This is an optimization exercise on Yosys and OpenROAD, whose aim is small area, a short achievable clock period and few clock cycles per item, not a production implementation. In this exercise RTL edits were held to simulation tests only and were not proved equivalent to the original. Power is estimated from default activity; no workload was simulated.

==> flow/design.v, too long to show whole: its modules and the start of the top module <==
// module RFILE: 2412 lines
module RFILE(clk, rst, A_x, A_y, B_x, B_y, C_x, C_y, rssiA, rssiB, rssiC,
             valueA, valueB, valueC, expA, expB, expC, busy, out_valid, xt, yt);
  // ...
==> flow/flow/run.sh <==
#!/bin/bash
# Standard layout (the standard.sh) with two changes:
#  - synthesis script flow/syn.tcl (the standard flow's script with Yosys synth -noabc and
#    the final ABC mapping done by flow/abc_map.script),
#  - port buffers are sky130_fd_sc_hd__buf_1 (every port still gets one).
set -euo pipefail
HERE=$(pwd)
export FLOW_ABC_SCRIPT=$HERE/flow/abc_map.script
sed -e "s#SYNTH_SCRIPT=[^ ]*#SYNTH_SCRIPT=$HERE/flow/syn.tcl#" \
    -e "s#make -C #make BUFFER_PORTS_ARGS='-buffer_cell sky130_fd_sc_hd__buf_1' -C #" \
    standard.sh > flow_standard.sh
grep -q "flow/syn.tcl" flow_standard.sh
grep -q "BUFFER_PORTS_ARGS" flow_standard.sh
bash flow_standard.sh finish > make.log 2>&1
==> flow/flow/abc_map.script <==
strash
dch -f
map -D 18000
topo
stime -c
buffer -c
upsize -c
dnsize -c
==> flow/flow/syn.tcl <==
# The standard flow's synthesis script (synth_recipe.tcl) with two changes to the
# combinational mapping only; registers are unchanged:
#  - Yosys's generic synth runs without its early "abc -fast" pass (-noabc).
#    That pass rewrites XOR/majority logic so that extract_fa builds full
#    adders with inverted pins and leaves inverters between them.
#  - The final ABC mapping uses flow/abc_map.script (delay-targeted mapping
#    with area recovery, then the usual buffering and sizing) in place of the
#    ORFS script, whose delay target of 115 ps makes it map for speed only.
proc synth {args} { yosys synth -nofsm -noshare -noabc {*}$args }
proc abc {args} {
  set i [lsearch -exact $args -script]
  if {$i >= 0 && [info exists ::env(FLOW_ABC_SCRIPT)]} {
    lset args [expr {$i + 1}] $::env(FLOW_ABC_SCRIPT)
  }
  puts "abc mapping script: [lindex $args [expr {$i + 1}]]"
  yosys abc {*}$args
}
source $::env(SCRIPTS_DIR)/synth.tcl
# left out here: clear keep_hierarchy, flatten, clean up, hide names made inside functions, write 1_2_yosys.v
==> flow/standard.sh <==
#!/bin/bash
# synth_recipe.tcl (not shown) runs the flow's synth.tcl, then flattens the netlist and writes it again
# the make line also repeats each setting of config.mk as NAME=value (left out here)
make -C /OpenROAD-flow-scripts/flow DESIGN_CONFIG=/design/flow/config.mk WORK_HOME=/design/flow/orfs CLKGATE_MAP_FILE= SYNTH_SCRIPT=/design/flow/synth_recipe.tcl "${@:-finish}"
==> flow/config.mk <==
export PLATFORM = sky130hd
export DESIGN_NAME = RFILE
export DESIGN_NICKNAME = RFILE
export VERILOG_FILES = /design/flow/design.v
export SDC_FILE = /design/flow/constraint.sdc
export NUM_CORES = 8
export LEC_CHECK = 0
export ABC_AREA = 1
export CAP_MARGIN = 20
export CORE_MARGIN = 2
export CORE_UTILIZATION = 40
export SLEW_MARGIN = 20
==> flow/constraint.sdc <==
create_clock -name core_clock -period 115.0 [get_ports {clk}]
set_input_delay 23.0000 -clock core_clock [delete_from_list [all_inputs] [get_ports {clk}]]
set_output_delay 23.0000 -clock core_clock [all_outputs]
set_load 0.01 [all_outputs]
==> flow_metrics.env, run 1 <==
export IMPL_status="timing/DRC/antenna clean"
export IMPL_portBuffers=208
export IMPL_crit_slowest_cell="edfxtp_1"
export IMPL_layout_common_cells="inv_1 (698), nand2_1 (566), nor2_1 (528)"
export IMPL_hold_depth=1
export IMPL_p_total_mw=1.19
export IMPL_seq_power_mw=0.127
export IMPL_inverters=765
export IMPL_startpoint="expA[6]$_DFFE_PP_"
export IMPL_clock_path_buffers=3
export IMPL_power_leakage_nw=19.0
export IMPL_crit_type="reg -> out"
export IMPL_final_util=0.440
export IMPL_buffers=271
export IMPL_fillers=9600
export IMPL_core_um2=93300
export IMPL_die_h_um=311
export IMPL_cp_arrival_ns=1.08
export IMPL_dp_hpwl_um=106000
export IMPL_ant_nets=0
export IMPL_intPower_mw=0.578
export IMPL_ctsHtreeMaxLevel=2
export IMPL_netlist_area_um2=37700
export IMPL_final_cell_count_no_fill=6355
export IMPL_grt_overflow=0
export IMPL_synth_mux_area_frac=0.000265
export IMPL_synth_xor_area_frac=0.123
export IMPL_area_dominant_class="multi-input gates"
export IMPL_timing_rr_start="ph[7]$_DFF_PP0_"
export IMPL_yosys_area_top_type_share=0.162
export IMPL_slew_viol_final=0
export IMPL_timing_final_crit_share=0.209
export IMPL_areaGrowthSynthToFinish_pct=8.77
export IMPL_wire_per_inst_um=21.0
export IMPL_antenna_cells=0
export IMPL_met2_usage=0.458
export IMPL_finalCriticalPeriod_ns=24.08
export IMPL_grt_pass1_wl_um=204000
export IMPL_first_pass_iters=5
export IMPL_synth_edff_count=103
export IMPL_gr_usage_met3=0.0404
export IMPL_synth_fa_ha_area_frac=0.284
export IMPL_maxCapViolCount=0
export IMPL_highest_layer="met4"
Testbench counts, summed over its fixed seeds: cycles 4,835, items 512.
==> run 2: changes to the inputs <==
--- a/flow/design.v
+++ b/flow/design.v
@@ -675,23 +675,24 @@
 wire sq_407 = sq_374 ^ sq_375 ^ sq_406;
 wire sq_408 = (sq_374 & sq_375) | (sq_374 & sq_406) | (sq_375 & sq_406);
 wire [15:0] sq_sum = {sq_407, sq_405, sq_403, sq_401, sq_399, sq_397, sq_395, sq_393, sq_391, sq_389, sq_387, sq_385, sq_383, sq_381, sq_379, sq_377};
 wire [15:0] w = sq_sum;
 always @(posedge clk) begin
     {cx, cy} <= ph[3] ? {A_x, A_y} : ph[4] ? {B_x, B_y} : {C_x, C_y};
 end
 reg  [15:0] c0, c1;
+wire [15:0] cw = (ph[5] ? c0 : c1) - w;    
 always @(posedge clk) begin
     if (ph[0]) c0 <= {A_x, B_x};
     else if (ph[4]) c0 <= w;
-    else c0 <= c0 - w;
+    else c0 <= cw;
     if (ph[0]) c1 <= {C_x, A_y};
     else if (ph[5]) c1 <= w;
-    else c1 <= c1 - w;
+    else c1 <= cw;
 end
 wire signed [8:0] x0 = {1'b0, c0[7:0]} - {1'b0, c0[15:8]};
 wire signed [8:0] nx1 = {1'b0, c0[7:0]} - {1'b0, c1[15:8]};    
 wire signed [8:0] ny0 = {1'b0, c1[7:0]} - {1'b0, g[15:8]};     
 wire signed [8:0] y1 = {1'b0, g[7:0]} - {1'b0, g[15:8]};
 wire [15:0] ma = ph[6] ? c0 : first ? c1 : ph[2] ? {{7{fx[17]}}, fx[17:9]} : {{7{fx[8]}}, fx[8:0]};
 wire [8:0]  mpx = ph[2] ? fy[17:9] : ph[3] ? fy[8:0] : ph[6] ? fx[17:9] : fx[8:0];
 wire [8:0]  mpy = ph[6] ? fy[8:0] : fy[17:9];
==> run 2 against run 1 <==
Effect of this change:
- worst setup slack lost 0.078 ns
- combinational power shrank 28%
- synthesized area shrank 0.76%
- register-to-register slack gained 0.88 ns
- first-iteration DRC count grew 3.5%
- clock-buffer cell count shrank 12
- final cell count shrank 0.54%
- power shrank 24%
- cell area shrank 1.4%
- global-route usage grew 0.077 points
- via count shrank 0.13%
==> flow_metrics.env, run 2 <==
export IMPL_status="timing/DRC/antenna clean"
export IMPL_worstHoldEndpoint="cnt[0]$_DFF_P_"
export IMPL_core_um2=93000
export IMPL_cp_arrival_ns=1.16
export IMPL_cts_setup_buffers=0
export IMPL_layout_common_cells="inv_1 (651), nand2_1 (578), nor2_1 (543)"
export IMPL_p_total_mw=0.905
export IMPL_ff_latch_area_um2=5890
export IMPL_synth_seq_cells=240
export IMPL_clk_latency_ns=0.62
export IMPL_syn_inst=4963
export IMPL_critPathCaptureType="output pin"
export IMPL_final_common_cell="inv_1"
export IMPL_fillers=9670
export IMPL_rsz0062_at_grt="false"
export IMPL_routabilityCongestion=0.964
export IMPL_place_ws_ns=90.61
export IMPL_hold_depth=1
export IMPL_drt_total_wl_um=132000
export IMPL_ctsHtreeMaxLevel=1
export IMPL_yosys_area_share_simple=0.149
export IMPL_worst_pin_slew_ns=1.21
export IMPL_hold_start="cnt[0]$_DFF_P_"
export IMPL_finalCriticalPeriod_ns=24.16
export IMPL_root_buffer="clkbuf_16"
export IMPL_die_h_um=310
export IMPL_first_pass_iters=6
export IMPL_async_flop_share=0.0375
export IMPL_synth_common_cells="inv_1 (652), nand2_1 (581), nor2_1 (550), xor2_1 (451), ha_1 (353)"
export IMPL_dieArea_um2=96000
export IMPL_wire_per_inst_um=20.9
export IMPL_avgSynthCellArea_um2=7.54
export IMPL_synth_mux_area_frac=0.000267
export IMPL_relSlewSlack=0.181
export IMPL_grt_max_degree=75
export IMPL_post_cts_resized=0
export IMPL_vias=35300
export IMPL_layout_nets=5856
export IMPL_start_util=0.402
export IMPL_portBuffers=208
export IMPL_via_per_inst=5.58
export IMPL_dp_hpwl_um=105000
export IMPL_cts_buffers=31
export IMPL_timing_rr_start="ph[2]$_DFF_PP0_"
export IMPL_cp_num_buf_inv=1
export IMPL_synth_compound_area_frac=0.195
export IMPL_hold_viol_final=0
export IMPL_synth_cell_types=73
export IMPL_yosys_area_top_type_share=0.163
export IMPL_ir_drop_mv=0.0918
export IMPL_die_w_um=310
export IMPL_worstRegToRegCells=103
export IMPL_final_cell_count_no_fill=6321
export IMPL_post_synth_top_area_cell="fa_1"
export IMPL_crit_family="flip-flops"
export IMPL_path_max_fanout=1
export IMPL_yosys_most_used_dff="dfxtp_1"
export IMPL_ys_warn_count=1
export IMPL_drc_errors=0
export IMPL_fmax_mhz=41.4
export IMPL_synth_seq_area_share=0.157
export IMPL_dp_cells=6262
export IMPL_timing_rr_end="fx[0]$_DFFE_PP_"
export IMPL_grt_overflow=0
export IMPL_top_regs="rs: 19 flops, rx: 19 flops, ry: 19 flops"
export IMPL_synth_edff_count=103
export IMPL_reg2reg_slack_ns=92.59
export IMPL_finalSetupViolCount=0
export IMPL_fin_worst_skew_ns=0.0262
export IMPL_required_ns=92.00
export IMPL_ant_nets=0
export IMPL_row_count=112
export IMPL_grt_pass1_vias=34000
export IMPL_synth_xor_area_frac=0.121
export IMPL_drt_initial_drc_count=3485
export IMPL_final_util=0.435
export IMPL_cts_tree="built"
export IMPL_clk_pin_slew_ns=0.06
export IMPL_critPathMaxStageDelay_ns=0.38
export IMPL_power_leakage_nw=18.7
export IMPL_hold_path_class="reg -> reg"
export IMPL_slew_viol_final=0
export IMPL_synth_area_leaders="fa_1 (16%), ha_1 (12%), xor2_1 (11%)"
export IMPL_crit_type="reg -> out"
export IMPL_crit_path_start_kind="flop"
export IMPL_setup_ws_ns=90.84
export IMPL_drive_gt1_frac=0.0553
export IMPL_synth_fa_ha_area_frac=0.281
export IMPL_clock_sinks=240
export IMPL_netlist_area_um2=37400
export IMPL_grt_pass1_wl_um=200000
export IMPL_timing_final_crit_share=0.210
export IMPL_clock_path_buffers=3
export IMPL_synthesis_nets=5778
export IMPL_areaGrowthSynthToFinish_pct=8.13
export IMPL_io_pins=212
export IMPL_hold_buffers=0
export IMPL_multi_input_area_um2=27900
export IMPL_crit_slowest_cell="dfxtp_1"
export IMPL_power_density_nw_per_um2=22.4
export IMPL_tns_ns=0
export IMPL_synth_most_common_cell="inv_1"
export IMPL_maxCapViolCount=0
export IMPL_antenna_found_initial=7
export IMPL_grt_use_total=0.272
export IMPL_synth_top_family_by_area="adder cells"
export IMPL_crit_chain="buf_1"
## run 2: cell families (layout without fill, tap and decap cells)
logic type               count (synthesis)  in the layout
adder cells (fa/ha/maj)                657            657
XOR/XNOR                               515            515
other                                    0              1
AND/OR/NAND/NOR                       1359           1359
flip-flops                             240            240
buffers and inverters                  969           1072
multiplexers                             1              1
AO/OA/AOI/OAI                         1222           1222
## run 2: area by class of cell
class | instances | share of cell area
multi-input cells | 3754 | 0.690
flip-flops and latches | 240 | 0.146
inverters | 751 | 0.0697
well taps | 1254 | 0.0388
repair buffers | 263 | 0.0295
clock buffers | 35 | 0.0203
clock inverters | 23 | 0.00560
diodes | 1 | 0.0000618
## run 2: per-stage QoR
step	hold slack, ns	area (um^2)
3_3_place_gp	0.466	39400
2_1_floorplan	0.443	37400
6_report	0.481	40500
3_5_place_dp	0.475	39400
4_1_cts	0.485	40500
5_1_grt	0.519	40500
## run 2: worst max path at each step
stage                   from              to  slack, ns  cells past startpoint
2_1_floorplan     valueB[10]  rs[10]$_DFF_P_      91.42                      4
3_5_place_dp      valueC[15]  rs[15]$_DFF_P_      90.61                      5
5_1_grt        xt[7]$_DFF_P_           xt[7]      90.80                      1
6_report       xt[7]$_DFF_P_           xt[7]      90.84                      1
3_3_place_gp      valueB[15]  rs[15]$_DFF_P_      90.63                      5
4_1_cts        xt[7]$_DFF_P_           xt[7]      90.82                      1
## run 2: metal layers
metal / vias to the layer above / track usage / share of wire
met5: - / 0 / 0.00052
met4: 10 / 0.114 / 0.050
met3: 298 / 0.0368 / 0.079
met2: 1588 / 0.457 / 0.47
met1: 16700 / 0.349 / 0.41
li1: 16700 / - / -
## run 2: power by group
group	internal, mW	switching (mW)	leakage [nW]
registers	0.117	0.00782	2.11
logic	0.269	0.408	16.1
clock network	0.0600	0.0427	0.510
total	0.446	0.459	18.7
Testbench counts of run 2, summed over its fixed seeds: cycles 4,835, items 512.
==> run 3: changes to the inputs <==
--- a/flow/config.mk
+++ b/flow/config.mk
@@ -9,4 +9,4 @@
 export CAP_MARGIN = 20
 export CORE_MARGIN = 2
-export CORE_UTILIZATION = 40
+export CORE_UTILIZATION = 55
 export SLEW_MARGIN = 20
==> run 3 against run 2 <==
Effect of this change:
- critical path depth did not move
- sequential cell count is the same
- power up 0.59%
- synthesized cell count stayed put
- hold slack better by 0.012 ns
- sequential share of layout area up 0.20 points
- global-route usage up 9.7 points
- clock power decreased by 4%
- die area decreased by 27%
- highest routed layer is now met4
==> flow_metrics.env, run 3 <==
export IMPL_die_w_um=265
export IMPL_synth_seq_area_share=0.157
export IMPL_crit_type="reg -> out"
export IMPL_wire_per_inst_um=22.1
export IMPL_timing_final_crit_share=0.210
export IMPL_clk_pin_slew_ns=0.06
export IMPL_syn_inst=4963
export IMPL_finalSetupViolCount=0
export IMPL_yosys_area_share_simple=0.149
export IMPL_clock_path_buffers=3
export IMPL_reg2reg_slack_ns=93.15
export IMPL_grt_pass1_vias=33700
export IMPL_ys_warn_count=1
export IMPL_clock_sinks=240
export IMPL_worstHoldEndpoint="cnt[0]$_DFF_P_"
export IMPL_core_um2=67300
export IMPL_final_util=0.593
export IMPL_slew_viol_final=0
export IMPL_cp_arrival_ns=1.20
export IMPL_top_regs="rs: 19 flops, rx: 19 flops, ry: 19 flops"
export IMPL_cts_tree="built"
export IMPL_drt_initial_drc_count=3230
export IMPL_dieArea_um2=70200
export IMPL_finalCriticalPeriod_ns=24.20
export IMPL_crit_path_start_kind="flop"
export IMPL_synth_compound_area_frac=0.195
export IMPL_final_common_cell="inv_1"
export IMPL_yosys_most_used_dff="dfxtp_1"
export IMPL_synthesis_nets=5778
export IMPL_timing_rr_start="ph[2]$_DFF_PP0_"
export IMPL_power_leakage_nw=18.6
export IMPL_synth_top_family_by_area="adder cells"
export IMPL_ant_nets=0
export IMPL_crit_chain="buf_1"
export IMPL_power_density_nw_per_um2=22.8
export IMPL_cp_num_buf_inv=1
export IMPL_synth_mux_area_frac=0.000267
export IMPL_hold_start="cnt[0]$_DFF_P_"
export IMPL_crit_family="flip-flops"
export IMPL_synth_most_common_cell="inv_1"
export IMPL_ctsHtreeMaxLevel=1
export IMPL_hold_depth=1
export IMPL_ir_drop_mv=0.170
export IMPL_hold_path_class="reg -> reg"
export IMPL_hold_viol_final=0
export IMPL_synth_area_leaders="fa_1 (16%), ha_1 (12%), xor2_1 (11%)"
export IMPL_holdWs_ns=0.492
export IMPL_io_pins=212
export IMPL_post_cts_resized=0
export IMPL_tns_ns=0
export IMPL_row_count=95
export IMPL_post_synth_top_area_cell="fa_1"
export IMPL_avgSynthCellArea_um2=7.54
export IMPL_synth_fa_ha_area_frac=0.281
export IMPL_cts_setup_buffers=0
export IMPL_relSlewSlack=0.232
export IMPL_path_max_fanout=1
export IMPL_rsz0062_at_grt="false"
export IMPL_synth_xor_area_frac=0.121
export IMPL_critPathCaptureType="output pin"
export IMPL_status="timing/DRC/antenna clean"
export IMPL_layout_nets=5849
export IMPL_fillers=6493
export IMPL_drive_gt1_frac=0.0544
export IMPL_areaGrowthSynthToFinish_pct=6.64
export IMPL_layout_common_cells="inv_1 (651), nand2_1 (580), nor2_1 (542)"
export IMPL_crit_slowest_cell="dfxtp_1"
export IMPL_required_ns=92.00
export IMPL_timing_rr_end="fx[0]$_DFFE_PP_"
export IMPL_critPathMaxStageDelay_ns=0.35
export IMPL_routabilityCongestion=0.995
export IMPL_synth_seq_cells=240
export IMPL_async_flop_share=0.0375
export IMPL_synth_common_cells="inv_1 (652), nand2_1 (581), nor2_1 (550), xor2_1 (451), ha_1 (353)"
export IMPL_start_util=0.556
export IMPL_dp_hpwl_um=103000
export IMPL_vias=35000
export IMPL_yosys_area_top_type_share=0.163
export IMPL_hold_buffers=0
export IMPL_worstRegToRegCells=105
export IMPL_first_pass_iters=6
export IMPL_drc_errors=0
export IMPL_clk_latency_ns=0.63
export IMPL_die_h_um=265
export IMPL_maxCapViolCount=0
export IMPL_grt_overflow=0
export IMPL_cts_buffers=31
export IMPL_netlist_area_um2=37400
export IMPL_grt_max_degree=85
export IMPL_drt_total_wl_um=131000
export IMPL_root_buffer="clkbuf_16"
export IMPL_fin_worst_skew_ns=0.0401
export IMPL_fmax_mhz=41.3
export IMPL_synth_edff_count=103
export IMPL_worst_pin_slew_ns=1.15
export IMPL_synth_cell_types=73
export IMPL_via_per_inst=5.90
export IMPL_antenna_cells=0
export IMPL_antenna_found_initial=1
export IMPL_grt_pass1_wl_um=198000
export IMPL_portBuffers=208
export IMPL_grt_use_total=0.368
==> run 3: cell counts after synthesis <==
No cell type changed its count.
==> run 3: worst max-delay path by stage <==
stage | startpoint | to | depth (start not counted)
after global placement | valueB[6] | rs[6]$_DFF_P_ | 5
after detailed placement | valueB[6] | rs[6]$_DFF_P_ | 5
after CTS | out_valid$_DFF_P_ | out_valid | 1
after global routing | out_valid$_DFF_P_ | out_valid | 1
after floorplan | valueB[10] | rs[10]$_DFF_P_ | 4
final | out_valid$_DFF_P_ | out_valid | 1
==> run 3: logic make-up after synthesis <==
family,after synthesis
and+or+nand+nor,1359
AOI/OAI and AO/OA,1222
buffers and inverters,969
adders and majority gates,657
xor gates and xnor gates,515
DFF,240
muxes,1
==> run 3: power by group <==
group | total (mW) | switching, mW | internal, mW
clock | 0.0984 | 0.0436 | 0.0549
sequential | 0.124 | 0.00754 | 0.117
combinational | 0.687 | 0.417 | 0.270
==> run 3: stage by stage <==
step | cell area [um^2] | setup WS, ns | instances | power, mW
detailed placement | 38900 | 90.78 | 5873 | 0.804
finish | 39900 | 90.80 | 5932 | 0.910
CTS | 39900 | 90.76 | 5931 | 0.905
global route | 39900 | 90.76 | 5932 | 1.02
floorplan | 37400 | 91.42 | 4963 | 0.638
global placement | 38900 | 90.78 | 5873 | 0.792
==> run 3: final cells by class <==
cell class	count	area (um^2)	share of cell area
multi-input combinational	3754	27900	0.700
sequential	240	5890	0.148
inverter	751	2820	0.0707
timing repair buffer	256	1150	0.0288
tap	873	1090	0.0274
clock buffer	37	840	0.0210
clock inverter	21	173	0.00433
==> run 3: layer usage <==
metal / up-vias / share of wire / GRT usage
met4: 0 / 0.054 / 0.169
li1: 16700 / - / -
met2: 1433 / 0.47 / 0.622
met3: 293 / 0.075 / 0.0438
met5: - / 0 / 0
met1: 16600 / 0.40 / 0.473

separate check: timing with driven ports:
Ports are ideal in the flow. The routed layouts listed here were re-timed in OpenROAD.
Step 1 sets driving cells, clkbuf_16 on the clock port and buf_2 on the other inputs (assumed; they add their load-dependent delay and slew).
Step 2 adds t to the input delays and takes it off the output delays; t is the mean of the earliest and latest rising clock arrival at the registers after step 1. Input paths then give back, and output paths get back, about the clock's delay inside the block.
a / b / c = ideal / step 1 / step 2; a / b = the first two.
| run | shift t [ns] | setup slack, ns | worst setup path at the end | cell pins on the clock port's net |
|---|---|---|---|---|
| run 1 | 0.613 | 90.916 / 90.848 / 90.821 | input to register | 1 |
| run 2 | 0.673 | 90.838 / 90.772 / 90.627 | input to register | 1 |
| run 3 | 0.679 | 90.800 / 90.731 / 90.777 | input to register | 1 |
After both steps every run listed still meets setup and hold. The setup slack of run 2, which loses most, moves by -0.066 ns with the drivers and by -0.211 ns with both steps.
